Background: an optimization exercise with open tools, aiming at small area. Do not read the settings as production practice.
Function was checked by simulation only, so behaviour that the tests miss may differ from the original.
Power is estimated from default activity; no workload was simulated.

== indigo ==
==> flow/design.v <==
`timescale 1ns / 1ps
module main (
    input wire clk,
    input wire reset,
    input wire Entry_sensor,
    input wire Exit_sensor,
    input wire [1:0] Exit_parking,
    output wire Full_light,
    output wire Door_Open_light,
    output reg [3:0] parkings,
    output [4:0] seven_seg,
    output [7:0] seg_data
);
  localparam IDLE_F = 3'b000, IDLE_D = 3'b010, CHECK_ENTRY = 3'b001, CHECK_EXIT = 3'b011,
             FULL_0 = 3'b101, FULL = 3'b100, DOOR_0 = 3'b111, DOOR = 3'b110;
  reg [2:0] state;
  reg [11:0] cnt;             
  reg [5:0] blocks;           
  reg full_phase, door_phase;
  reg [9:0] refresh_counter;
  reg [3:0] sel;
  reg [2:0] shown;
  wire timing = state[2] & ~state[0];
  wire door = state[1];
  wire in_full = timing & ~door;
  wire in_door = timing & door;
  assign Full_light = blocks[0] & ~door;
  assign Door_Open_light = blocks[0] & door;
  wire wrap = cnt[9] & cnt[8] & cnt[7] & cnt[5] &
              (door ? (cnt[6] & cnt[3]) : (cnt[11] & cnt[10]));
  wire period_end = cnt[9] & cnt[8] & cnt[7] & cnt[4] &
      (door ? (door_phase ? (blocks[5] & blocks[3] & cnt[2] & cnt[1])
                          : (blocks[5] & blocks[2] & blocks[1] & blocks[0] & cnt[5] & cnt[3] & cnt[2] & cnt[1] & cnt[0]))
            : (full_phase ? (blocks[2] & blocks[1] & cnt[11] & cnt[10] & cnt[1])
                          : (blocks[2] & blocks[0] & cnt[11] & cnt[10] & cnt[3] & cnt[0])));
  wire [11:0] start = door ? (door_phase ? 12'd960 : 12'd0) : (full_phase ? 12'd3994 : 12'd0);
  reg [2:0] next_state;
  reg [3:0] next_parkings;
  always @(*) begin
    next_state = state;
    next_parkings = parkings;
    case (state)
      IDLE_F, IDLE_D: begin
        if (~Entry_sensor) next_state = CHECK_ENTRY;
        else if (~Exit_sensor) next_state = CHECK_EXIT;
      end
      CHECK_ENTRY: begin
        next_parkings = parkings | {&parkings[2:0], &parkings[1:0], parkings[0], 1'b1};
        next_state = (&parkings) ? FULL_0 : DOOR_0;
      end
      CHECK_EXIT: begin
        next_parkings = parkings & ~(4'b0001 << Exit_parking);
        next_state = parkings[Exit_parking] ? DOOR_0 : IDLE_D;
      end
      FULL_0: next_state = FULL;
      DOOR_0: next_state = DOOR;
      FULL: if (period_end) next_state = IDLE_F;
      DOOR: if (period_end) next_state = IDLE_D;
      default: next_state = IDLE_F;
    endcase
  end
  always @(posedge clk or posedge reset) begin
    if (reset) parkings <= 4'b0000;
    else parkings <= next_parkings;
  end
  always @(posedge clk) begin
    if (reset) state <= IDLE_F;
    else state <= next_state;
  end
  always @(posedge clk) begin
    if (timing) cnt <= wrap ? 12'd0 : cnt + 12'd1;
    else cnt <= start;
  end
  always @(posedge clk or posedge reset) begin
    if (reset) blocks <= 6'd0;
    else if (timing) blocks <= blocks + {5'd0, wrap};
    else blocks <= 6'd0;
  end
  always @(posedge clk) begin
    if (reset) begin
      full_phase <= 1'b0;
      door_phase <= 1'b0;
    end else begin
      if (in_full & period_end) full_phase <= ~full_phase;
      if (in_door & period_end) door_phase <= ~door_phase;
    end
  end
  wire tick = refresh_counter[9];
  always @(posedge clk) begin
    if (reset | tick) refresh_counter <= 10'd0;
    else refresh_counter <= refresh_counter + 10'd1;
  end
  always @(posedge clk or posedge reset) begin
    if (reset) sel <= 4'b0000;
    else if (tick) sel <= (sel[3:1] == 3'b000) ? 4'b1000 : {1'b0, sel[3:1]};
  end
  wire [2:0] free_code, location_code;
  assign free_code[0] = (parkings == 4'd0) | (parkings == 4'd1) | (parkings == 4'd2) | (parkings == 4'd3) | (parkings == 4'd4) | (parkings == 4'd5) | (parkings == 4'd6) | (parkings == 4'd8) | (parkings == 4'd9) | (parkings == 4'd10) | (parkings == 4'd12);
  assign free_code[1] = (parkings == 4'd1) | (parkings == 4'd2) | (parkings == 4'd3) | (parkings == 4'd4) | (parkings == 4'd5) | (parkings == 4'd6) | (parkings == 4'd7) | (parkings == 4'd8) | (parkings == 4'd9) | (parkings == 4'd10) | (parkings == 4'd11) | (parkings == 4'd12) | (parkings == 4'd13) | (parkings == 4'd14);
  assign free_code[2] = (parkings == 4'd3) | (parkings == 4'd5) | (parkings == 4'd6) | (parkings == 4'd9) | (parkings == 4'd10) | (parkings == 4'd12);
  assign location_code[0] = (parkings == 4'd3) | (parkings == 4'd7) | (parkings == 4'd11);
  assign location_code[1] = (parkings == 4'd1) | (parkings == 4'd3) | (parkings == 4'd5) | (parkings == 4'd7) | (parkings == 4'd9) | (parkings == 4'd11) | (parkings == 4'd13) | (parkings == 4'd15);
  assign location_code[2] = (parkings == 4'd3) | (parkings == 4'd11) | (parkings == 4'd15);
  always @(posedge clk) begin
    if (&refresh_counter[8:0] && sel[3]) shown <= free_code;
    else if (&refresh_counter[8:1] && ~refresh_counter[0] && sel[1]) shown <= location_code;
  end
  assign seven_seg = {1'b0, sel};
  wire [7:0] seg =
    (~(sel[2] | sel[0])) ? 8'b00111111 :
    (shown == 3'd0) ? 8'b00111111 :
    (shown == 3'd1) ? 8'b01100110 :
    (shown == 3'd2) ? 8'b00000110 :
    (shown == 3'd3) ? 8'b01001111 :
    (shown == 3'd4) ? 8'b00000000 :
    (shown == 3'd5) ? 8'b00000000 :
    (shown == 3'd6) ? 8'b01000000 :
    8'b01011011;
  assign seg_data = seg;
endmodule
clock: 10.0 ns
lec_check: 0
cap_margin: 20
core_margin: 2
core_utilization: 40
slew_margin: 20
standard.sh (not shown) runs the stock make flow with config.mk's settings and CLKGATE_MAP_FILE= SYNTH_SCRIPT=/design/flow/synth_recipe.tcl, a recipe that flattens the netlist after the stock synthesis.
==> flow/flow/run.sh <==
#!/bin/bash
# Own layout flow: the standard flow (standard.sh) with three changes:
#  - synthesis maps logic with an area-oriented abc script (flow/area_synth.tcl,
#    flow/area.abc) and without ORFS's adder extraction; registers are unchanged;
#  - ports are buffered with sky130_fd_sc_hd__buf_1;
#  - clock tree synthesis runs with the options in flow/cts.args.
# make's full output goes to flow.log in the work folder; ORFS keeps each
# step's own log under orfs/logs/.
set -euo pipefail
here=$(pwd)
export AREA_ABC_SCRIPT="$here/flow/area.abc"
bash standard.sh \
  "SYNTH_SCRIPT=$here/flow/area_synth.tcl" \
  "ADDER_MAP_FILE=" \
  "BUFFER_PORTS_ARGS=-buffer_cell sky130_fd_sc_hd__buf_1" \
  "CTS_ARGS=$(cat "$here/flow/cts.args")" \
  finish > "$here/flow.log" 2>&1
==> flow/flow/area.abc <==
&get -n
&st
&dch -f
&if -K 4
&st
&dch -f
&nf -R 1000
&put
==> flow/flow/area_synth.tcl <==
# The standard synthesis script, with one change: abc maps the logic with
# an area-oriented script (flow/area.abc) instead of ORFS's speed script.
# Registers are mapped before abc runs, so they are the standard synthesis's.
proc synth {args} { yosys synth -nofsm -noshare {*}$args }
proc abc {args} {
  set i [lsearch -exact $args -script]
  if {$i >= 0} { lset args [expr {$i + 1}] $::env(AREA_ABC_SCRIPT) }
  yosys abc {*}$args
}
source $::env(SCRIPTS_DIR)/synth.tcl
# left out here: clear keep_hierarchy, flatten, clean up, hide names made inside functions, write 1_2_yosys.v
==> flow/flow/cts.args <==
-sink_clustering_enable -sink_clustering_size 50 -sink_clustering_max_diameter 500 -dont_use_dummy_load -buf_list sky130_fd_sc_hd__clkbuf_16 -root_buf sky130_fd_sc_hd__clkbuf_16
indigo did not stop at any stage, and its layout met the timing, design-rule and antenna checks.
The following lists how raven was set up differently from indigo:
==> flow/flow/cts.args <==
-sink_clustering_enable -repair_clock_nets -dont_use_dummy_load -buf_list sky130_fd_sc_hd__clkbuf_4 -root_buf sky130_fd_sc_hd__clkbuf_8
Results
Looking at total power after layout, raven sits below indigo.
[raven] vias after detailed routing fell about 0.43% relative to indigo
Row internal power summed over all cells: raven lower / indigo higher
Compared with indigo, in raven fraction of area in non-clock buffers essentially unchanged, sequential share of layout area increased 1.1 points, clock-cell share of area decreased 2.4 points, setup slack essentially unchanged.
Compared with indigo, raven improves cell area after layout.
### raven -> zinc
==> flow/flow/run.sh <==
#!/bin/bash
set -euo pipefail
here=$(pwd)
export AREA_ABC_SCRIPT="$here/flow/area.abc"
bash standard.sh \
  "SYNTH_SCRIPT=$here/flow/area_synth.tcl" \
  "ADDER_MAP_FILE=" \
  "BUFFER_PORTS_ARGS=-buffer_cell sky130_fd_sc_hd__buf_1" \
  finish > "$here/flow.log" 2>&1
removed: flow/flow/cts.args
- Per the comparison of zinc with raven, number of clock buffers in the layout went up; final standard cell count with taps included and fillers excluded grew by 0.95%; routed length on met2 +22 um; total length of routed wires shows an increase of about 0.33%.
> inputs changed (zinc -> sierra)
--- a/flow/flow/run.sh
+++ b/flow/flow/run.sh
@@ -1,3 +1,10 @@
 #!/bin/bash
+# Own layout flow: the standard flow (standard.sh) with three changes:
+#  - synthesis maps logic with an area-oriented abc script (flow/area_synth.tcl,
+#    flow/area.abc) and without ORFS's adder extraction; registers are unchanged;
+#  - ports are buffered with sky130_fd_sc_hd__buf_1;
+#  - clock tree synthesis runs with the options in flow/cts.args.
+# make's full output goes to flow.log in the work folder; ORFS keeps each
+# step's own log under orfs/logs/.
 set -euo pipefail
 here=$(pwd)
@@ -7,3 +14,4 @@
   "ADDER_MAP_FILE=" \
   "BUFFER_PORTS_ARGS=-buffer_cell sky130_fd_sc_hd__buf_1" \
+  "CTS_ARGS=$(cat "$here/flow/cts.args")" \
   finish > "$here/flow.log" 2>&1
==> flow/flow/cts.args (new file) <==
-dont_use_dummy_load -buf_list sky130_fd_sc_hd__clkbuf_4 -root_buf sky130_fd_sc_hd__clkbuf_4
==> summary.txt <==
From sierra to zinc, number of sequential storage elements did not move at all.
sierra against zinc: clock latency reported for the late side of the worst-skew pair shows an increase of 50 ps, part of the cycle the worst path needs shows an increase of 0.56 points, routed wire length shows a reduction of 0.63%.

what the ideal ports hide:
Ports are ideal in the flow. The routed layouts listed here were re-timed in OpenROAD. Step 1, drivers: a clkbuf_16 drives clk and a buf_2 each remaining input, both assumed. Step 2 times the ports against the registers' clock, not the clock port: input delays grow and output delays shrink by t, the midpoint of the rising clock arrivals with the driver on. Slacks: no drivers / after step 1 / after step 2; pairs: no drivers / after step 1.
run	t, ns	setup WS [ns]	worst setup path after step 2	worst slew at a driven data input, ns
indigo	0.307	6.707 / 6.674 / 6.725	input to register	0.03
raven	0.309	6.706 / 6.678 / 6.731	input to register	0.03
zinc	0.316	6.701 / 6.672 / 6.735	input to register	0.03
sierra	0.357	6.645 / 6.618 / 6.743	input to register	0.03
After both steps setup and hold are still met in every run listed.
